Context: an optimization exercise on an open-source flow, tuned for small area. The choices shown serve that exercise and are no tape-out recipe. In this exercise RTL edits were held to simulation tests only and were not proved equivalent to the original. Power is estimated from default activity; no workload was simulated.

==> inputs of job 1759 <==
Design Top, start of the top module:
module Top(
    input clk,
    input [7:0] SW,
    input reset,
    input sens,
    input disF,
    input disB,
    input BOX,
    input signal,
    input IPS_F,
    input IPS_L,
    input IPS_R,
    input IPS_TR,
    input IPS_TL,
    input isig,
    output reg FORA,
    output reg BCKA,
    output reg FORB,
    output BCKB,
    output ENA,
    output ENB,
    output s2, s3,
    output [7:0] led,
    output [1:0] spot,
    output IWHITE,
    output IRED,
    output IGREEN,
    output IBLUE,
    output drop
);
clock: 10.0 ns
lec_check: 0
cap_margin: 20
core_margin: 2
core_utilization: 65
slew_margin: 20
standard.sh (not shown) runs the stock make flow with config.mk's settings and CLKGATE_MAP_FILE= SYNTH_SCRIPT=/design/flow/synth_recipe.tcl, a recipe that flattens the netlist after the stock synthesis.
==> flow/flow/run.sh <==
#!/bin/bash
# Own flow: the standard layout (standard.sh) with two changes:
#  - clock tree: no dummy balancing loads, smaller clock buffers;
#  - port buffers: the smallest buffer, buf_1;
#  - after global routing, gates off the critical paths are downsized
#    (ORFS RECOVER_POWER).
# Each tool's output goes to ORFS's own logs under orfs/logs; make's output
# goes to flow_make.log here.
set -euo pipefail
export CTS_ARGS="-sink_clustering_enable -repair_clock_nets -dont_use_dummy_load -root_buf sky130_fd_sc_hd__clkbuf_16 -buf_list sky130_fd_sc_hd__clkbuf_8 -sink_clustering_size 30 -sink_clustering_max_diameter 100"
export BUFFER_PORTS_ARGS="-buffer_cell sky130_fd_sc_hd__buf_1"
export RECOVER_POWER=100
bash standard.sh finish > flow_make.log 2>&1
==> job 9892 (differences from job 1759) <==
--- a/flow/design.v
+++ b/flow/design.v
@@ -298,17 +298,20 @@
     reg pre_signal;
     wire edge_now = signal ^ pre_signal;
     reg [13:0] cnt;
     reg [13:0] x;
     reg [1:0] k;
     reg [1:0] code;              
     reg done2;
-    wire gt = cnt > x;
-    wire lt = cnt < x;
+    reg seen;
+    wire eq = (cnt == x);
+    wire gt = seen & ~eq;
+    wire lt = ~seen & ~eq;
     wire f5 = cnt > 14'd5000;
+    wire x0_next = (cnt == 14'd0) && (state == 2'd3 || eq || !k[1]);
     assign s2 = state[1];
     assign s3 = state[0];
     always @(posedge clk) begin
         if (reset) begin
             win <= 15'd0;
             pre_signal <= 1'b0;
             cnt <= 14'd0;
@@ -321,14 +324,15 @@
             pre_signal <= signal;
             done <= wrap;
             if (done)
                 state <= state + 2'd1;
             if (done2 && state == 2'd3)
                 code <= k;
             if (wrap) begin
+                seen <= edge_now & x0_next;
                 win <= 15'd0;
                 cnt <= {13'd0, edge_now};
                 case (state)
                     2'd3: begin
                         x <= cnt;
                         k <= {1'b1, f5};
                     end
@@ -347,14 +351,15 @@
                         else
                             k <= 2'b00;
                     end
                     default: ;
                 endcase
             end
             else begin
+                seen <= seen | eq;
                 win <= win_next;
                 cnt <= cnt + {13'd0, edge_now};
             end
         end
     end
     always @(posedge clk)
         done2 <= done;
@@ -663,17 +668,18 @@
                 REV <= 0;
                 L <= 0;
                 R <= 0;
                 AL <= 1;
                 AR <= 1;
                 if (IPS_TL) begin
                     AL <= 0;
-                    cnt <= 18'd0;
                     state <= SKIP;
                 end
+                if (IPS_TL && !detF)
+                    cnt <= 18'd0;
                 if (detF)
                     state <= DROPD;
             end
             SPIN: begin
                 FOR <= 0;
                 REV <= 1;
                 if (cnt_end) begin
==> flow/flow/run.sh (replaced) <==
#!/bin/bash
# Own flow: the standard layout (standard.sh) with two changes:
#  - clock tree: no dummy balancing loads, smaller clock buffers;
#  - port buffers: the smallest buffer, buf_1.
# Each tool's output goes to ORFS's own logs under orfs/logs; make's output
# goes to flow_make.log here.
set -euo pipefail
export CTS_ARGS="-sink_clustering_enable -repair_clock_nets -dont_use_dummy_load -root_buf sky130_fd_sc_hd__clkbuf_16 -buf_list sky130_fd_sc_hd__clkbuf_8 -sink_clustering_size 30 -sink_clustering_max_diameter 100"
export BUFFER_PORTS_ARGS="-buffer_cell sky130_fd_sc_hd__buf_1"
bash standard.sh finish > flow_make.log 2>&1
--- a/flow/config.mk
+++ b/flow/config.mk
@@ -4,8 +4,9 @@
 export VERILOG_FILES = /design/flow/design.v
 export SDC_FILE = /design/flow/constraint.sdc
 export NUM_CORES = 4
 export LEC_CHECK = 0
 export CAP_MARGIN = 20
 export CORE_MARGIN = 2
 export CORE_UTILIZATION = 65
+export GPL_TIMING_DRIVEN = 0
 export SLEW_MARGIN = 20
==> job 6578 (differences from job 1759) <==
--- a/flow/design.v
+++ b/flow/design.v
@@ -10,36 +10,35 @@
     reg pa, pb;
     wire [10:0] cnext = counter + 11'd1;
     function below;
         input [2:0] sel;
         input [10:0] c;
         begin
             case (sel)
-                3'd1: below = c < 11'd648;
-                3'd2: below = c < 11'd748;
-                3'd3: below = c < 11'd848;
-                3'd4: below = c < 11'd948;
+                3'd1: below = c < 11'd650;
+                3'd2: below = c < 11'd750;
+                3'd3: below = c < 11'd850;
+                3'd4: below = c < 11'd950;
                 default: below = 1'b0;
             endcase
-            if (sel >= 3'd1 && sel <= 3'd4 && c[10:1] == 10'h3ff)
-                below = 1'b1;
         end
     endfunction
+    wire [10:0] cnext2 = counter + 11'd2;
     always @(posedge clk) begin
         if (reset) begin
             counter <= 11'd0;
             pa <= 1'b0;
             pb <= 1'b0;
             pwm_a <= 1'b0;
             pwm_b <= 1'b0;
         end
         else begin
             counter <= cnext;
-            pa <= below(SW[6:4], counter);
-            pb <= below(SW[3:1], counter);
+            pa <= below(SW[6:4], cnext2);
+            pb <= below(SW[3:1], cnext2);
             pwm_a <= pa;
             pwm_b <= pb;
         end
     end
 endmodule
 `timescale 1ns / 1ps
 module distance(
@@ -76,53 +75,48 @@
     input clk,
     input reset,
     input sens,
     output reg oc_flag
 );
     reg [16:0] oc_timer;
     reg [13:0] debounce;
-    reg tim_done;                
     localparam [16:0] TIM_END = 17'd43223;    
     localparam [13:0] DEB_END = 14'd6219;     
     wire [16:0] tim_next = {oc_timer[15:0], ~(oc_timer[16] ^ oc_timer[13])};
     wire [13:0] deb_next = {debounce[12:0], ~(debounce[13] ^ debounce[12])};
-    wire tim_end = tim_done | (oc_timer == TIM_END);
+    wire tim_end = (oc_timer == TIM_END);
     wire deb_end = (debounce == DEB_END);
-    wire tim_clear = !oc_flag && tim_end && !sens;
-    always @(posedge clk) begin
-        if (reset || tim_clear) begin
-            oc_timer <= 17'd0;
-            tim_done <= 1'b0;
-        end
-        else begin
-            oc_timer <= tim_next;
-            tim_done <= tim_end;
-        end
-    end
     always @(posedge clk) begin
         if (reset) begin
             oc_flag <= 1'b0;
+            oc_timer <= 17'd0;
             debounce <= 14'd0;
         end
         else if (oc_flag) begin
             if (deb_end) begin
                 oc_flag <= 1'b0;
                 debounce <= 14'd0;
             end
             else
                 debounce <= deb_next;
         end
-        else if (tim_end && sens) begin
-            if (deb_end) begin
-                debounce <= 14'd0;
-                oc_flag <= 1'b1;
+        else if (tim_end) begin
+            if (sens) begin
+                if (deb_end) begin
+                    debounce <= 14'd0;
+                    oc_flag <= 1'b1;
+                end
+                else
+                    debounce <= deb_next;
             end
             else
-                debounce <= deb_next;
+                oc_timer <= 17'd0;
         end
+        else
+            oc_timer <= tim_next;
     end
 endmodule
 `timescale 1ns / 1ps
 module IPS_Line(
     input clk,
     input reset,
     input IPS_F,
@@ -148,80 +142,79 @@
     localparam ARIGHT = 3'b010;
     localparam ALEFT = 3'b011;
     localparam RIGHT = 3'b100;
     localparam LEFT = 3'b101;
     localparam SPIN = 3'b110;
     localparam REVERSE = 3'b111;
     reg [2:0] state;
-    reg [2:0] prev;
-    reg ovr;
-    always @(posedge clk)
-        ovr <= (state == RIGHT) ? IPS_TL : IPS_TR;
-    always @(*) begin
-        ETR = (prev == RIGHT) || (prev == SPIN);
-        ETL = (prev == LEFT);
-        case (prev)
-            IDLE:    {FORA, BCKA, FORB} = 3'b000;
-            FORWARD: {FORA, BCKA, FORB} = 3'b101;
-            ARIGHT:  {FORA, BCKA, FORB} = 3'b100;
-            ALEFT:   {FORA, BCKA, FORB} = 3'b011;
-            RIGHT:   {FORA, BCKA, FORB} = ovr ? 3'b101 : 3'b100;
-            LEFT:    {FORA, BCKA, FORB} = ovr ? 3'b101 : 3'b011;
-            SPIN:    {FORA, BCKA, FORB} = 3'b100;
-            default: {FORA, BCKA, FORB} = 3'b010;    
-        endcase
+    always @(posedge clk) begin
+        ETR <= (state == RIGHT) || (state == SPIN);
+        ETL <= (state == LEFT);
     end
     always @(posedge clk) begin
         if (reset) begin
             state <= IDLE;
-            prev <= IDLE;
+            {FORA, BCKA, FORB} <= 3'b000;
         end
         else begin
-            prev <= state;
             case (state)
                 IDLE: begin
+                    {FORA, BCKA, FORB} <= 3'b000;
                     if (IPS_F && EFOR && !EREV)
                         state <= FORWARD;
                     else if (IPS_F && !EFOR && !EREV)
                         state <= IDLE;
                     else if (EFLIP)
                         state <= SPIN;
                     else if (EREV)
                         state <= REVERSE;
                 end
                 FORWARD: begin
+                    {FORA, BCKA, FORB} <= 3'b101;
                     if (!IPS_F)
                         state <= IDLE;
                     else if (IPS_TR && ER)
                         state <= RIGHT;
                     else if (IPS_TL && EL)
                         state <= LEFT;
                     else if (IPS_R && EAR)
                         state <= ARIGHT;
                     else if (IPS_L && EAL)
                         state <= ALEFT;
                 end
-                ARIGHT:
+                ARIGHT: begin
+                    {FORA, BCKA, FORB} <= 3'b100;
                     if (IPS_F && !IPS_R)
                         state <= IDLE;
-                ALEFT:
+                end
+                ALEFT: begin
+                    {FORA, BCKA, FORB} <= 3'b011;
                     if (IPS_F && !IPS_L)
                         state <= IDLE;
-                RIGHT:
+                end
+                RIGHT: begin
+                    {FORA, BCKA, FORB} <= IPS_TL ? 3'b101 : 3'b100;
                     if (IPS_F && !IPS_L && !IPS_TL && !IPS_TR)
                         state <= IDLE;
-                LEFT:
+                end
+                LEFT: begin
+                    {FORA, BCKA, FORB} <= IPS_TR ? 3'b101 : 3'b011;
                     if (IPS_F && !IPS_R && !IPS_TR && !IPS_TL)
                         state <= IDLE;
-                SPIN:
+                end
+                SPIN: begin
+                    {FORA, BCKA, FORB} <= 3'b100;
                     if (IPS_F)
                         state <= IDLE;
-                REVERSE:
+                end
+                REVERSE: begin
+                    {FORA, BCKA, FORB} <= 3'b010;
                     if (!EREV)
                         state <= IDLE;
+                end
             endcase
         end
     end
 endmodule
 `timescale 1ns / 1ps
 module c_store(
     input clk,
@@ -283,21 +276,22 @@
 endmodule
 `timescale 1ns / 1ps
 module Color(
     input clk,
     input reset,
     input signal,
     output s2, s3,
+    output wrap,                 
     output reg done,             
     output reg [1:0] state,
     output [5:0] led
     );
     reg [14:0] win;              
     localparam [14:0] WIN_LAST = 15'd25566;      
-    wire wrap = (win == WIN_LAST);
+    assign wrap = (win == WIN_LAST);
     wire [14:0] win_next = {win[13:0], ~(win[14] ^ win[13])};
     reg pre_signal;
     wire edge_now = signal ^ pre_signal;
     reg [13:0] cnt;
     reg [13:0] x;
     reg [1:0] k;
     reg [1:0] code;              
@@ -368,60 +362,60 @@
     );
 endmodule
 `timescale 1ns / 1ps
 module detect(
 input clk,
 input reset,
 input isig,
+input col_wrap,              
 input col_done,              
 input [1:0] col_state,
 output reg IRED,
 output reg IGREEN,
 output reg IBLUE,
 output reg IWHITE
     );
     reg pre_signal;
-    reg [11:0] cnt;
+    reg [11:0] cnt;                  
     reg [1:0] statee;
     reg rok, bok, gok;
     wire detected = IRED | IGREEN | IBLUE;
     wire edge_now = isig ^ pre_signal;
-    wire sat = &cnt[11:9];
+    wire [11:0] f = cnt + {11'd0, edge_now & ~(&cnt)};
+    wire ir_wrap = col_wrap && col_state == 2'd3;
     wire ir_done = col_done && col_state == 2'd3;
     always @(posedge clk) begin
         if (reset) begin
             pre_signal <= 1'b0;
             cnt <= 12'd0;
             statee <= 2'd0;
             gok <= 1'b0;
             IRED <= 1'b0;
             IGREEN <= 1'b0;
             IBLUE <= 1'b0;
             IWHITE <= 1'b0;
         end
         else begin
             pre_signal <= isig;
-            if (ir_done)
-                cnt <= {11'd0, edge_now};
-            else if (!sat)
-                cnt <= cnt + {11'd0, edge_now};
+            cnt <= ir_wrap ? 12'd0 : f;
+            if (ir_wrap && !detected) begin
+                case (statee)
+                    2'd0: rok <= f > 12'd800 && f < 12'd1200;
+                    2'd1: bok <= f > 12'd2800 && f < 12'd3200;
+                    2'd3: gok <= f > 12'd1800 && f < 12'd2300;
+                    default: ;
+                endcase
+            end
             if (ir_done) begin
                 statee <= statee + 2'd1;
-                if (!detected) begin
-                    case (statee)
-                        2'd0: rok <= cnt > 12'd800 && cnt < 12'd1200;
-                        2'd1: bok <= cnt > 12'd2800 && cnt < 12'd3200;
-                        2'd3: gok <= cnt > 12'd1800 && cnt < 12'd2300;
-                        2'd2: begin
-                            IRED <= rok;
-                            IBLUE <= !rok && bok;
-                            IGREEN <= !rok && !bok && gok;
-                            IWHITE <= !rok && !bok && !gok;
-                        end
-                    endcase
+                if (!detected && statee == 2'd2) begin
+                    IRED <= rok;
+                    IBLUE <= !rok && bok;
+                    IGREEN <= !rok && !bok && gok;
+                    IWHITE <= !rok && !bok && !gok;
                 end
             end
         end
     end
 endmodule
 `timescale 1ns / 1ps
 module Top(
@@ -456,15 +450,15 @@
 );
     wire pwm_a, pwm_b;
     wire oc_flag;
     wire detF, detB;
     wire FORA_IPS, BCKA_IPS, FORB_IPS;
     wire TL, TR;
     reg L, R, AL, AR, FLIP, FOR, REV;
-    wire col_done;
+    wire col_wrap, col_done;
     wire [1:0] col_state;
     PWMA pwm (.clk(clk), .reset(reset), .SW(SW), .pwm_a(pwm_a), .pwm_b(pwm_b));
     distance distance (
     .clk(clk),
     .reset(reset),
     .disF(disF),
     .disB(disB),
@@ -500,24 +494,26 @@
     );
     Color color (
         .clk(clk),
         .reset(reset),
         .signal(signal),
         .s2(s2),
         .s3(s3),
+        .wrap(col_wrap),
         .done(col_done),
         .state(col_state),
         .led(led[5:0])
     );
     assign led[7:6] = 2'b00;
     assign drop = 1'b0;
     detect IR (
         .clk(clk),
         .reset(reset),
         .isig(isig),
+        .col_wrap(col_wrap),
         .col_done(col_done),
         .col_state(col_state),
         .IWHITE(IWHITE),
         .IRED(IRED),
         .IGREEN(IGREEN),
         .IBLUE(IBLUE)
     );
@@ -535,19 +531,20 @@
     localparam PICKUP  = 4'd11;
     localparam DROPD   = 4'd12;
     reg [3:0] state;
     reg [1:0] pos;
     assign spot = {pos[1] | (pos[0] & IGREEN), pos[0] & ~IGREEN};
     reg [17:0] cnt;
     reg deb_done;
-    localparam [17:0] CNT_SKIP = 18'd212679;     
-    localparam [17:0] CNT_SPIN = 18'd56963;      
-    wire cnt_end = (cnt == CNT_SPIN);
+    localparam [17:0] CNT_SPIN = 18'd0;          
+    localparam [17:0] CNT_SKIP = 18'd70086;      
+    localparam [17:0] CNT_END  = 18'd56963;
+    wire cnt_end = (cnt == CNT_END);
     wire [17:0] cnt_next = {cnt[16:0], ~(cnt[17] ^ cnt[10])};
-    wire deb_end = deb_done | (cnt == CNT_SKIP);
+    wire deb_end = deb_done | cnt_end;
     wire [1:0] ir_code = IRED ? 2'b01 : IGREEN ? 2'b10 : 2'b11;
     always @(posedge clk) begin
     if (reset) begin
         state <= START;
         L <= 0;
         R <= 0;
         AL <= 1;
@@ -592,37 +589,37 @@
             POS1: begin
                 L <= 0;
                 R <= 0;
                 AL <= 1;
                 AR <= 1;
                 if (IPS_TR) begin
                     AR <= 0;
-                    cnt <= 18'd0;
+                    cnt <= CNT_SKIP;
                     state <= SKIP;
                 end
                 else if (detF) begin
-                    cnt <= 18'd0;
+                    cnt <= CNT_SPIN;
                     state <= SPIN;
                 end
             end
             POS2: begin
                 if (pos == 2'd2) begin
                     L <= 1;
                     R <= 1;
                     AL <= 1;
                     AR <= 1;
                     if (detF) begin
-                        cnt <= 18'd0;
+                        cnt <= CNT_SPIN;
                         state <= SPIN;
                     end
                 end
                 else begin
                     if (IPS_TL && !L && !TL && !TR) begin
                         AL <= 0;
-                        cnt <= 18'd0;
+                        cnt <= CNT_SKIP;
                         state <= SKIP;
                     end
                     else begin
                         L <= 0;
                         R <= 1;
                         AR <= 1;
                         AL <= 1;
@@ -647,15 +644,15 @@
             end
             POS3: begin
                 R <= 0;
                 L <= 1;
                 AL <= 1;
                 AR <= 1;
                 if (detF) begin
-                    cnt <= 18'd0;
+                    cnt <= CNT_SPIN;
                     state <= SPIN;
                 end
             end
             DASSIGN: begin
                 state <= (pos == 2'd1) ? DPOS1 : DPOS2;
             end
             DPOS1: begin
@@ -663,15 +660,15 @@
                 REV <= 0;
                 L <= 0;
                 R <= 0;
                 AL <= 1;
                 AR <= 1;
                 if (IPS_TL) begin
                     AL <= 0;
-                    cnt <= 18'd0;
+                    cnt <= CNT_SKIP;
                     state <= SKIP;
                 end
                 if (detF)
                     state <= DROPD;
             end
             SPIN: begin
                 FOR <= 0;
@@ -699,16 +696,18 @@
                     FOR <= 1;
                     state <= DASSIGN;
                 end
             end
             DROPD: begin
                 if (detF)
                     FOR <= 0;
-                if (!BOX)
+                if (!BOX) begin
+                    cnt <= CNT_END;
                     state <= SPIN;
+                end
             end
             default: ;
         endcase
     end
         FORA <= FORA_IPS;
         BCKA <= BCKA_IPS;
         FORB <= FORB_IPS;
==> flow/run.sh (new file) <==
#!/bin/bash
# synth_recipe.tcl (not shown) runs the flow's synth.tcl, then flattens the netlist and writes it again
# the make line also repeats each setting of config.mk as NAME=value (left out here)
make -C /OpenROAD-flow-scripts/flow DESIGN_CONFIG=/design/flow/config.mk WORK_HOME=/design/flow/orfs CLKGATE_MAP_FILE= SYNTH_SCRIPT=/design/flow/synth_recipe.tcl finish
==> flow/config.mk (replaced) <==
export PLATFORM = sky130hd
export DESIGN_NAME = Top
export DESIGN_NICKNAME = Top
export VERILOG_FILES = /design/flow/design.v
export SDC_FILE = /design/flow/constraint.sdc
export NUM_CORES = 4
export LEC_CHECK = 0
export ABC_AREA = 1
export CAP_MARGIN = 20
export CORE_MARGIN = 2
export CORE_UTILIZATION = 40
export SLEW_MARGIN = 20
removed: flow/flow/run.sh
removed: flow/standard.sh
==> job 8729 (differences from job 1759) <==
--- a/flow/design.v
+++ b/flow/design.v
@@ -298,17 +298,20 @@
     reg pre_signal;
     wire edge_now = signal ^ pre_signal;
     reg [13:0] cnt;
     reg [13:0] x;
     reg [1:0] k;
     reg [1:0] code;              
     reg done2;
-    wire gt = cnt > x;
-    wire lt = cnt < x;
+    reg seen;
+    wire eq = (cnt == x);
+    wire gt = seen & ~eq;
+    wire lt = ~seen & ~eq;
     wire f5 = cnt > 14'd5000;
+    wire x0_next = (cnt == 14'd0) && (state == 2'd3 || eq || !k[1]);
     assign s2 = state[1];
     assign s3 = state[0];
     always @(posedge clk) begin
         if (reset) begin
             win <= 15'd0;
             pre_signal <= 1'b0;
             cnt <= 14'd0;
@@ -321,14 +324,15 @@
             pre_signal <= signal;
             done <= wrap;
             if (done)
                 state <= state + 2'd1;
             if (done2 && state == 2'd3)
                 code <= k;
             if (wrap) begin
+                seen <= edge_now & x0_next;
                 win <= 15'd0;
                 cnt <= {13'd0, edge_now};
                 case (state)
                     2'd3: begin
                         x <= cnt;
                         k <= {1'b1, f5};
                     end
@@ -347,14 +351,15 @@
                         else
                             k <= 2'b00;
                     end
                     default: ;
                 endcase
             end
             else begin
+                seen <= seen | eq;
                 win <= win_next;
                 cnt <= cnt + {13'd0, edge_now};
             end
         end
     end
     always @(posedge clk)
         done2 <= done;
@@ -663,17 +668,18 @@
                 REV <= 0;
                 L <= 0;
                 R <= 0;
                 AL <= 1;
                 AR <= 1;
                 if (IPS_TL) begin
                     AL <= 0;
-                    cnt <= 18'd0;
                     state <= SKIP;
                 end
+                if (IPS_TL && !detF)
+                    cnt <= 18'd0;
                 if (detF)
                     state <= DROPD;
             end
             SPIN: begin
                 FOR <= 0;
                 REV <= 1;
                 if (cnt_end) begin
==> flow/flow/run.sh (replaced) <==
#!/bin/bash
# Own flow: the standard layout (standard.sh) with two changes:
#  - clock tree: no dummy balancing loads, smaller clock buffers;
#  - port buffers: the smallest buffer, buf_1.
# Each tool's output goes to ORFS's own logs under orfs/logs; make's output
# goes to flow_make.log here.
set -euo pipefail
export CTS_ARGS="-sink_clustering_enable -repair_clock_nets -dont_use_dummy_load -root_buf sky130_fd_sc_hd__clkbuf_16 -buf_list sky130_fd_sc_hd__clkbuf_8 -sink_clustering_size 30 -sink_clustering_max_diameter 100"
export BUFFER_PORTS_ARGS="-buffer_cell sky130_fd_sc_hd__buf_1"
bash standard.sh finish > flow_make.log 2>&1
==> run notes <==
Job 1759 reached the layout checks and failed them: capacitance limit, slew limit. Job 9892 completed without violations. Job 6578 finished with timing, DRC and antenna clean. Job 8729 went through all stages and came out clean. In job 9892 the combinational power is smaller than in job 6578, by about 23%. Between job 1759 and job 9892, the lower power is in job 1759 (gap about 3%, measured against job 9892). First-iteration DRC count, lowest first: job 6578, job 8729, job 1759, job 9892. Against job 9892, the clock skew of job 1759 is lower by 0.0021 ns. The highest register-to-register slack belongs to job 8729, the lowest to job 1759. Core utilization, lowest first: job 6578, job 8729, job 1759, job 9892.
==> figures <==
|  | job 6578 | job 9892 | job 8729 | job 1759 |
|---|---|---|---|---|
| Outcome | timing/DRC/antenna clean | timing/DRC/antenna clean | timing/DRC/antenna clean | complete, but fails checks |
| Reasons for failing layout checks | - | - | - | capacitance limit, slew limit |
| Cell area after layout | 10330 µm² | 9065 µm² | 8842 µm² | 8887 µm² |
| Average via count per standard cell | 5.056 | 6.067 | 5.959 | 5.981 |
| Shortest period the worst path allows | 4.525 ns | 4.101 ns | 4.193 ns | 6.024 ns |
| DR iter-0 viols | 489 | 584 | 499 | 523 |
| Layout buffering overhead excluding clock cells | 0.04019 | 0.04417 | 0.02009 | 0.01943 |
| Cell seen most often among critical-path stages | sky130_fd_sc_hd__nor2_1 | - | - | sky130_fd_sc_hd__clkbuf_1 |
| Clock Pin Slew Worst Setup and Hold Paths | 0.07 ns | 0.08 ns | 0.07 ns | 0.09 ns |
| Clk. pwr | 0.659 mW | 0.368 mW | 0.369 mW | 0.371 mW |
| Number of sequential cells in the layout | 174 | 175 | 175 | 174 |
| Routed met2 length | 9.217 mm | 8.985 mm | 8.086 mm | 7.782 mm |
| Endpoint with the worst hold slack | color.done2$_DFF_P_ | color.done2$_DFF_P_ | pwm.pwm_a$_SDFF_PP0_ | oc_protection.oc_timer[1]$_SDFF_PP0_ |
| Post-Syn Instances | 1281 | 913 | 913 | 935 |

[separate check: timing with driven ports]
How much do the figures lean on ideal ports? The routed layouts below were timed once more, with nothing changed but the port constraints. Step 1 assumes that a clkbuf_16 drives the clock port and a buf_2 every other input. Step 2 moves the port delays by t, midway between the first and last clock arrival at a register: inputs arrive t later, outputs are due t later. That takes back most of the time a late clock gives input paths. a / b / c = no drivers / after step 1 / after step 2; a / b = the first two.
run | shift t [ns] | setup slack, ns | hold slack, ns | worst setup path at the end | pins driven straight from the clock port
job 1759 | 0.411 | 3.976 / 3.986 / 3.575 | 0.440 / 0.440 / 0.440 | input to register | 1
job 9892 | 0.408 | 5.899 / 5.904 / 5.496 | 0.432 / 0.432 / 0.432 | input to register | 1
job 6578 | 0.468 | 5.475 / 5.498 / 5.030 | 0.402 / 0.402 / 0.402 | input to register | 1
job 8729 | 0.404 | 5.807 / 5.826 / 5.422 | 0.437 / 0.437 / 0.437 | input to register | 1
The setup slack of job 6578, which loses most, moves by +0.023 ns with the drivers and by -0.445 ns with both steps.
